What follows belongs to an exercise in optimizing a design on an open flow for small area; a production flow would make more cautious choices. The RTL was checked by simulation tests, not by an equivalence proof against the original design.

==> inputs of trial 86 <==
## Processor
module Processor(
    input wire clk,
    input wire rst,
    input wire [15:0] instruction,
    output reg [4:0] pc,
    output wire [31:0] result,
    output wire [31:0] data_1,
    output wire [31:0] data_2
);
reg [31:0] registers [15:0];
wire [511:0] q;
genvar r;
generate
    for (r = 0; r < 16; r = r + 1) begin : flat
        assign q[32 * r +: 32] = registers[r];
    end
endgenerate
RegisterFile reg_file_inst(
    .q(q),
    .read_addr1(instruction[11:8]),
    .read_addr2(instruction[7:4]),
    .read_data1(data_1),
    .read_data2(data_2)
);
ComplexALU alu(
    .operand1(data_1),
    .operand2(data_2),
    .opcode(instruction[15:12]),
    .kill(rst),
    .result(result)
);
wire [15:0] wsel = 16'd1 << instruction[3:0];
wire [31:0] wd0 = result | ({32{rst}} & 32'h00010002);
wire [31:0] wd1 = result | ({32{rst}} & 32'h00030004);
integer i;
always @(posedge clk) begin
    if (rst | wsel[0]) registers[0] <= wd0;
    if (rst | wsel[1]) registers[1] <= wd1;
    for (i = 2; i < 16; i = i + 1)
        if (rst | wsel[i]) registers[i] <= result;
end
always @(posedge clk) begin
    if (rst)
        pc <= 5'd0;
    else
        pc <= pc + 1;
end
endmodule
==> module rd_dec, before the edit <==
module rd_dec(input [3:0] a, output [15:0] sel);
    assign sel = 16'd1 << a;
endmodule
==> module Processor, before the edit <==
module Processor(
    input wire clk,
    input wire rst,
    input wire [15:0] instruction,
    output reg [4:0] pc,
    output wire [31:0] result,
    output wire [31:0] data_1,
    output wire [31:0] data_2
);
reg [31:0] registers [15:0];
wire [511:0] q;
genvar r;
generate
    for (r = 0; r < 16; r = r + 1) begin : flat
        assign q[32 * r +: 32] = registers[r];
    end
endgenerate
RegisterFile reg_file_inst(
    .q(q),
    .read_addr1(instruction[11:8]),
    .read_addr2(instruction[7:4]),
    .read_data1(data_1),
    .read_data2(data_2)
);
ComplexALU alu(
    .operand1(data_1),
    .operand2(data_2),
    .opcode(instruction[15:12]),
    .kill(rst),
    .result(result)
);
wire [15:0] wsel = 16'd1 << instruction[3:0];
wire [31:0] wd0 = result | ({32{rst}} & 32'h00010002);
wire [31:0] wd1 = result | ({32{rst}} & 32'h00030004);
integer i;
always @(posedge clk) begin
    if (rst | wsel[0]) registers[0] <= wd0;
    if (rst | wsel[1]) registers[1] <= wd1;
    for (i = 2; i < 16; i = i + 1)
        if (rst | wsel[i]) registers[i] <= result;
end
always @(posedge clk) begin
    if (rst)
        pc <= 5'd0;
    else
        pc <= pc + 1;
end
endmodule
Settings: LEC_CHECK=0, CAP_MARGIN=20, CORE_MARGIN=2, CORE_UTILIZATION=40, SLEW_MARGIN=20, SYNTH_HIERARCHICAL=1; clock period 25.0 ns.
standard.sh (not shown) runs the stock make flow with config.mk's settings and CLKGATE_MAP_FILE= SYNTH_SCRIPT=/design/flow/synth_recipe.tcl, a recipe that flattens the netlist after the stock synthesis.
==> flow/flow/run.sh <==
#!/bin/bash
# The standard layout (standard.sh) with these changes after synthesis:
#  - ports are buffered with buf_1 instead of the default port buffer,
#  - CTS builds its tree from clkbuf_8 with clusters of at most 16 sinks and
#    inserts no dummy loads.
# Synthesis is the standard synthesis, unchanged. Make output goes to
# synth.log and layout.log; ORFS keeps each step's own log under orfs/logs.
set -euo pipefail
bash standard.sh synth > synth.log 2>&1
export BUFFER_PORTS_ARGS="-buffer_cell sky130_fd_sc_hd__buf_1"
export CTS_ARGS="-sink_clustering_enable -repair_clock_nets -dont_use_dummy_load -buf_list sky130_fd_sc_hd__clkbuf_8 -sink_clustering_size 16 -sink_clustering_max_diameter 70"
bash standard.sh > layout.log 2>&1
==> trial 6 (differences from trial 86) <==
--- a/flow/design.v
+++ b/flow/design.v
@@ -1217,6 +1217,9 @@
 module g_nand4(input a, input b, input c, input d, output y);
     assign y = ~(a & b & c & d);
 endmodule
+module g_o21ai(input a1, input a2, input b1, output y);
+    assign y = ~((a1 | a2) & b1);
+endmodule
 module g_nand2r(input a, input b, output y);
     assign y = ~(a & b);
 endmodule
@@ -1233,7 +1236,52 @@
     g_nand4 u7(m, n[3], n[4], n[5], y);
 endmodule
 module rd_dec(input [3:0] a, output [15:0] sel);
-    assign sel = 16'd1 << a;
+    wire [3:0] na, hn, ln;
+    g_inv i0(a[0], na[0]);
+    g_inv i1(a[1], na[1]);
+    g_inv i2(a[2], na[2]);
+    g_inv i3(a[3], na[3]);
+    g_nand2 h0(na[3], na[2], hn[0]);
+    g_nand2 h1(na[3], a[2], hn[1]);
+    g_nand2 h2(a[3], na[2], hn[2]);
+    g_nand2 h3(a[3], a[2], hn[3]);
+    g_nand2 l0(na[1], na[0], ln[0]);
+    g_nand2 l1(na[1], a[0], ln[1]);
+    g_nand2 l2(a[1], na[0], ln[2]);
+    g_nand2 l3(a[1], a[0], ln[3]);
+    genvar k, j;
+    generate
+        for (k = 0; k < 4; k = k + 1) begin : hi
+            for (j = 0; j < 4; j = j + 1) begin : lo
+                g_nor2 n(hn[k], ln[j], sel[4 * k + j]);
+            end
+        end
+    endgenerate
+endmodule
+module wr_dec(input [3:0] a, input rst, output [15:0] we);
+    wire [3:0] na, hn, ln;
+    wire nrst;
+    g_inv i0(a[0], na[0]);
+    g_inv i1(a[1], na[1]);
+    g_inv i2(a[2], na[2]);
+    g_inv i3(a[3], na[3]);
+    g_inv ir(rst, nrst);
+    g_nand2 h0(na[3], na[2], hn[0]);
+    g_nand2 h1(na[3], a[2], hn[1]);
+    g_nand2 h2(a[3], na[2], hn[2]);
+    g_nand2 h3(a[3], a[2], hn[3]);
+    g_nand2 l0(na[1], na[0], ln[0]);
+    g_nand2 l1(na[1], a[0], ln[1]);
+    g_nand2 l2(a[1], na[0], ln[2]);
+    g_nand2 l3(a[1], a[0], ln[3]);
+    genvar k, j;
+    generate
+        for (k = 0; k < 4; k = k + 1) begin : hi
+            for (j = 0; j < 4; j = j + 1) begin : lo
+                g_o21ai n(hn[k], ln[j], nrst, we[4 * k + j]);
+            end
+        end
+    endgenerate
 endmodule
 module RegisterFile(
     input wire [511:0] q,
@@ -1288,15 +1336,16 @@
     .kill(rst),
     .result(result)
 );
-wire [15:0] wsel = 16'd1 << instruction[3:0];
+wire [15:0] we;
+wr_dec wdec(.a(instruction[3:0]), .rst(rst), .we(we));
 wire [31:0] wd0 = result | ({32{rst}} & 32'h00010002);
 wire [31:0] wd1 = result | ({32{rst}} & 32'h00030004);
 integer i;
 always @(posedge clk) begin
-    if (rst | wsel[0]) registers[0] <= wd0;
-    if (rst | wsel[1]) registers[1] <= wd1;
+    if (we[0]) registers[0] <= wd0;
+    if (we[1]) registers[1] <= wd1;
     for (i = 2; i < 16; i = i + 1)
-        if (rst | wsel[i]) registers[i] <= result;
+        if (we[i]) registers[i] <= result;
 end
 always @(posedge clk) begin
     if (rst)
==> flow/flow/run.sh (replaced) <==
#!/bin/bash
# The standard layout (standard.sh) with these changes after synthesis:
#  - ports are buffered with buf_1 instead of the default port buffer,
#  - CTS builds its tree from clkbuf_8 with clusters of at most 14 sinks and
#    inserts no dummy loads.
# Synthesis is the standard synthesis, unchanged. Make output goes to
# synth.log and layout.log; ORFS keeps each step's own log under orfs/logs.
set -euo pipefail
bash standard.sh synth > synth.log 2>&1
export BUFFER_PORTS_ARGS="-buffer_cell sky130_fd_sc_hd__buf_1"
export CTS_ARGS="-sink_clustering_enable -repair_clock_nets -dont_use_dummy_load -buf_list sky130_fd_sc_hd__clkbuf_8 -sink_clustering_size 14 -sink_clustering_max_diameter 60"
bash standard.sh > layout.log 2>&1
==> comparison table <==
|  | trial 6 | trial 86 |
|---|---|---|
| Endpoint of the lowest-slack register-to-register path | registers[12][31] | registers[6][15] |
| Wirelength per Cell | 31.1 µm | 32.1 µm |
| Adder-cell area share of the yosys netlist | 0.221 | 0.219 |
| # nets final | 2838 | 2784 |
| Number of gates on the worst path with buffers counted | 35 | 34 |
| DIE WIDTH | 284 µm | 285 µm |
| Layout overhead on the synthesized area | 10.5% | 8.70% |
| Final instance count without filler cells | 3512 | 3469 |
| Inserted Clock Buffers | 44 | 38 |
| Estimated wirelength of the detail-placed design | 75500 µm | 75500 µm |
| Global-route wire length before repair | 159000 µm | 160000 µm |
| Xor and xnor area share after synthesis | 0.0442 | 0.0437 |
| Area of the mapped netlist | 31300 µm² | 31700 µm² |
| Vias after detailed routing | 23.3k | 23.5k |
| Die footprint | 80600 µm² | 81400 µm² |
| Run status | no timing/DRC/antenna violations | no timing/DRC/antenna violations |
| Post-route clock skew | 0.0674 ns | 0.0820 ns |
| Worst Path Arrival | 18.37 ns | 18.88 ns |

port drivers added, routing unchanged:
How much do the figures lean on ideal ports? The routed layouts below were timed once more, with nothing changed but the port constraints. Step 1: set_driving_cell puts a clkbuf_16 on clk and a buf_2 on each other input, an assumption about the parent block. Step 2 also shifts input and output timing later by t, the mid clock arrival at the registers, as if the neighbouring blocks saw the same clock. a / b / c = no drivers / after step 1 / after step 2; a / b = the first two.
run	t (ns)	setup WS [ns]	worst setup path at the end	cell pins on the clock port's net
trial 86	0.623	1.125 / 1.075 / 1.075	input to output	1
trial 6	0.639	1.628 / 1.583 / 1.583	input to output	1
After both steps setup and hold are still met in every run listed. The setup slack of trial 86, which loses most, moves by -0.050 ns with the drivers and by -0.050 ns with both steps.
